Background: an optimization exercise with open tools, aiming at small area and a short achievable clock period. Do not read the settings as production practice. Only simulation tests tie the RTL to the original design; equivalence was not proved. Power and IR drop assume default switching activity.

==> flow/design.v (excerpt) <==
module median_3x3(
	input clk,
	input [8 - 1 : 0] i_p0, i_p1, i_p2,
	input [8 - 1 : 0] i_p3, i_p4, i_p5,
	input [8 - 1 : 0] i_p6, i_p7, i_p8,
	output reg [8 - 1 : 0] o_median
);
Size: ~1000 cells after synthesis, ~81 I/O pins, roughly 6300 µm² of cells after synthesis.
make LEC_CHECK=0 ABC_AREA=1 CAP_MARGIN=20 CORE_MARGIN=2 CORE_UTILIZATION=60 SETUP_SLACK_MARGIN=2.8 SLEW_MARGIN=20 finish   # period 6.0 ns
run.sh (not shown) runs the stock make flow with config.mk's settings and CLKGATE_MAP_FILE= SYNTH_SCRIPT=/design/flow/synth_recipe.tcl, a recipe that flattens the netlist after the stock synthesis.
==> next run, changes <==
==> flow/flow/run.sh (new file) <==
#!/bin/bash
# The standard layout (the standard.sh, ORFS from synthesis to the final
# layout), with the smallest buffer on the ports instead of ORFS's default
# choice. Each tool's output is in orfs/logs; standard.sh's own output in
# standard.log.
export BUFFER_PORTS_ARGS="-buffer_cell sky130_fd_sc_hd__buf_1"
bash standard.sh > standard.log 2>&1
==> flow/standard.sh (new file) <==
#!/bin/bash
# synth_recipe.tcl (not shown) runs the flow's synth.tcl, then flattens the netlist and writes it again
# the make line also repeats each setting of config.mk as NAME=value (left out here)
make -C /OpenROAD-flow-scripts/flow DESIGN_CONFIG=/design/flow/config.mk WORK_HOME=/design/flow/orfs CLKGATE_MAP_FILE= SYNTH_SCRIPT=/design/flow/synth_recipe.tcl "${@:-finish}"
- CORE_UTILIZATION: 60 -> 50
- SETUP_SLACK_MARGIN: 2.8 -> 3.4
removed: flow/run.sh
- The new run passed the timing, DRC and antenna checks
- hold slack is better by 0.0076 ns
- wire length went up by about a fifth
- area after synthesis does not change
- via count went up by a few percent
- global-route usage went down by 1.2 points
- power went up by about a fifth

* * *

Another version of the RTL of median_3x3 (not shown whole).
Size: roughly 6100 um2 of cells after synthesis.
Settings: LEC_CHECK=0, ABC_AREA=1, CAP_MARGIN=20, CORE_MARGIN=2, CORE_UTILIZATION=60, CTS_BUF_LIST=sky130_fd_sc_hd__clkbuf_8, SETUP_SLACK_MARGIN=3.4, SLEW_MARGIN=20; clock period 6.0 ns.
standard.sh (not shown) runs the stock make flow with config.mk's settings and CLKGATE_MAP_FILE= SYNTH_SCRIPT=/design/flow/synth_recipe.tcl, a recipe that flattens the netlist after the stock synthesis.
==> flow/flow/run.sh <==
#!/bin/bash
# The standard layout (the standard.sh, ORFS from synthesis to the final
# layout), with the smallest buffer on the ports instead of ORFS's default
# choice. Each tool's output is in orfs/logs; standard.sh's own output in
# standard.log.
export BUFFER_PORTS_ARGS="-buffer_cell sky130_fd_sc_hd__buf_1"
bash standard.sh > standard.log 2>&1
Change:
Settings changed: CORE_UTILIZATION 60 to 65, SETUP_SLACK_MARGIN 3.4 to 3.2.
After rerunning: Utilization drops by 3.5 points. Final cell count drops by 3.3%. Combinational power drops by 16%. Total power drops by 9.4%. Routed wire length drops by 19%. Final area drops by 10%. Worst setup slack loses 0.016 ns. Synthesized cell count is unchanged. Clock skew drops by 0.0051 ns. Synthesized area stays the same. Clock power climbs by 13%.
Change:
Settings changed: CORE_UTILIZATION 65 to 60, CTS_BUF_LIST sky130_fd_sc_hd__clkbuf_8 to default, SETUP_SLACK_MARGIN 3.2 to 3.0.
- The new run completed with no timing, DRC or antenna violations
- global-route usage went down by 3.5 points
- clock power went down by 8.5%
- area after synthesis does not change
- setup slack got worse by 0.043 ns

* * *

Starting RTL as in the previous note.
clock: 6.0 ns
lec_check: 0
abc_area: 1
cap_margin: 20
core_margin: 2
core_utilization: 60
cts_buf_list: sky130_fd_sc_hd__clkbuf_8
setup_slack_margin: 3.0
slew_margin: 20
Scripts as last shown in full above: flow/flow/run.sh
Rerun with:
SETUP_SLACK_MARGIN = 3.2   (was 3.0)
=> Count of clock-buffer cells in the layout fell by 2; design area came out higher slightly; flip-flop and latch count does not change; synthesized cell count stays the same.
Rerun with:
SETUP_SLACK_MARGIN = 3.3   (was 3.2)
Result: The new run completed with no timing, DRC or antenna violations; clock power increases by a few percent; register-to-register slack is better by 0.08 ns; design area grows by a few percent; hold slack is about the same; worst setup slack gets worse by 0.033 ns; critical path depth went up by 3; wire length is higher by a few percent; global-route usage drops by 0.57 points; total power grows by a few percent; via count climbs slightly; area after synthesis is unchanged.

* * *

== run A ==
median_3x3 again, from the RTL that the note above started with.
// median_3x3
module median_3x3(
	input clk,
	input [8 - 1 : 0] i_p0, i_p1, i_p2,
	input [8 - 1 : 0] i_p3, i_p4, i_p5,
	input [8 - 1 : 0] i_p6, i_p7, i_p8,
	output reg [8 - 1 : 0] o_median
);
clock: 6.0 ns
lec_check: 0
abc_area: 1
cap_margin: 20
core_margin: 2
core_utilization: 60
cts_buf_list: sky130_fd_sc_hd__clkbuf_8
setup_slack_margin: 3.15
slew_margin: 20
Scripts as last shown in full above: flow/flow/run.sh
Run A finished every step from synthesis to the final layout, and the layout passed the timing, DRC and antenna checks.
### run A -> run B
-- flow/config.mk --
<<< run A, line 10
export CORE_MARGIN = 2
export CORE_UTILIZATION = 60
export CTS_BUF_LIST = sky130_fd_sc_hd__clkbuf_8
export SETUP_SLACK_MARGIN = 3.15
export SLEW_MARGIN = 20
>>> run B, line 10
export CORE_MARGIN = 2
export CORE_UTILIZATION = 50
export CTS_BUF_LIST = sky130_fd_sc_hd__clkbuf_8
export SETUP_SLACK_MARGIN = 3.2
export SLEW_MARGIN = 20
==> run notes <==
Going from run A to run B, the slew of the pin with the lowest slew margin was found to have gone up by 0.070 ns. Diff run A -> run B: sequential share of layout area fell 0.18 points; floorplan die height rose 9.2%; power about even; final design instance area without fill rose 66 sq um.
[inputs] run C vs run B
-- flow/config.mk --
<<< run B, line 10
export CORE_MARGIN = 2
export CORE_UTILIZATION = 50
export CTS_BUF_LIST = sky130_fd_sc_hd__clkbuf_8
>>> run C, line 10
export CORE_MARGIN = 2
export CORE_UTILIZATION = 55
export CTS_BUF_LIST = sky130_fd_sc_hd__clkbuf_8
[summary]
Cmp run B and run C / portion of total power attributed to combinational logic / higher: run B. In the flow results for run B and run C, the width of the chip is smaller on run C. Comparing run B and run C, total power is higher on run B. Of the two values seen for capturing instance or port of the critical path, s1_p7[3]$_DFF_P_ was produced by run B and s1_p8[1]$_DFF_P_ by run C. Going from run B to run C, via count has remained practically unchanged, design area down 29 sq um. Re clock share of power: run C is 0.8 points up on run B. Compared with run B, run C shows a setup slack that is 0.046 ns higher. The run showing the smaller met3 global-route usage is run B. On run C: buffer and inverter count on the worst path is 1 lower than what run B gave.
Inputs modified between run C and run D:
-- flow/config.mk --
<<< run C, line 10
export CORE_MARGIN = 2
export CORE_UTILIZATION = 55
export CTS_BUF_LIST = sky130_fd_sc_hd__clkbuf_8
export SETUP_SLACK_MARGIN = 3.2
export SLEW_MARGIN = 20
>>> run D, line 10
export CORE_MARGIN = 2
export CORE_UTILIZATION = 60
export CTS_BUF_LIST = sky130_fd_sc_hd__clkbuf_8
export SETUP_SLACK_MARGIN = 3.25
export SLEW_MARGIN = 20
Findings:
Diff run C -> run D | power share of the combinational group | increase of 0.6 points. Via count in run D vs run C: up 1.8%. Between run C and run D, the flow reports peak supply drop decreasing by more than 10%. The critical path endpoint comes out s1_p8[1]$_DFF_P_ in one run and s2_p6[0]$_DFF_P_ in the other, namely in run C and run D respectively. Delta (run D minus run C): relative contribution of the clock network to total power level, wire length moved up. Run D vs. run C: register share of total power went down by 0.6 points.

[afterwards: timing with drivers on the ports]
No port has a modelled driver above. Below, the same layouts with a new extraction and two added sets of constraints.
Step 1 sets driving cells, clkbuf_16 on the clock port and buf_2 on the other inputs (assumed; they add their load-dependent delay and slew).
Step 2 moves the port delays by t, midway between the first and last clock arrival at a register: inputs arrive t later, outputs are due t later. That takes back most of the time a late clock gives input paths.
Slacks: no drivers / after step 1 / after step 2; pairs: no drivers / after step 1.
| run | shift t [ns] | setup WS [ns] | hold slack, ns | clock arrival spread, ns | pins driven straight from the clock port |
|---|---|---|---|---|---|
| the first run of note 1 | 0.398 | 2.831 / 2.845 / 2.447 | 0.319 / 0.319 / 0.319 | 0.014 / 0.014 | 1 |
| the second run of note 1 | 0.388 | 3.183 / 3.183 / 2.827 | 0.326 / 0.326 / 0.326 | 0.009 / 0.009 | 1 |
| the first run of note 2 | 0.407 | 3.124 / 3.081 / 2.674 | 0.333 / 0.333 / 0.333 | 0.019 / 0.020 | 1 |
| the second run of note 2 | 0.395 | 3.109 / 3.113 / 2.718 | 0.320 / 0.320 / 0.320 | 0.014 / 0.014 | 1 |
| the third run of note 2 | 0.393 | 3.066 / 3.077 / 2.684 | 0.327 / 0.327 / 0.327 | 0.020 / 0.020 | 1 |
| the first run of note 3 | 0.393 | 3.066 / 3.077 / 2.684 | 0.327 / 0.327 / 0.327 | 0.020 / 0.020 | 1 |
| the second run of note 3 | 0.411 | 3.262 / 3.274 / 2.863 | 0.335 / 0.335 / 0.335 | 0.008 / 0.009 | 1 |
| the third run of note 3 | 0.396 | 3.229 / 3.228 / 2.832 | 0.332 / 0.332 / 0.332 | 0.013 / 0.013 | 1 |
| run A | 0.406 | 3.217 / 3.230 / 2.823 | 0.333 / 0.333 / 0.333 | 0.009 / 0.009 | 1 |
| run B | 0.404 | 3.227 / 3.242 / 2.837 | 0.327 / 0.327 / 0.327 | 0.015 / 0.015 | 1 |
| run C | 0.406 | 3.273 / 3.287 / 2.881 | 0.334 / 0.334 / 0.334 | 0.018 / 0.018 | 1 |
| run D | 0.401 | 3.289 / 3.289 / 2.909 | 0.330 / 0.330 / 0.330 | 0.011 / 0.011 | 1 |
After both steps setup and hold are still met in every run listed. For the first run of note 2, which loses most, drivers alone change the setup slack by -0.043 ns; drivers and shift together by -0.450 ns.
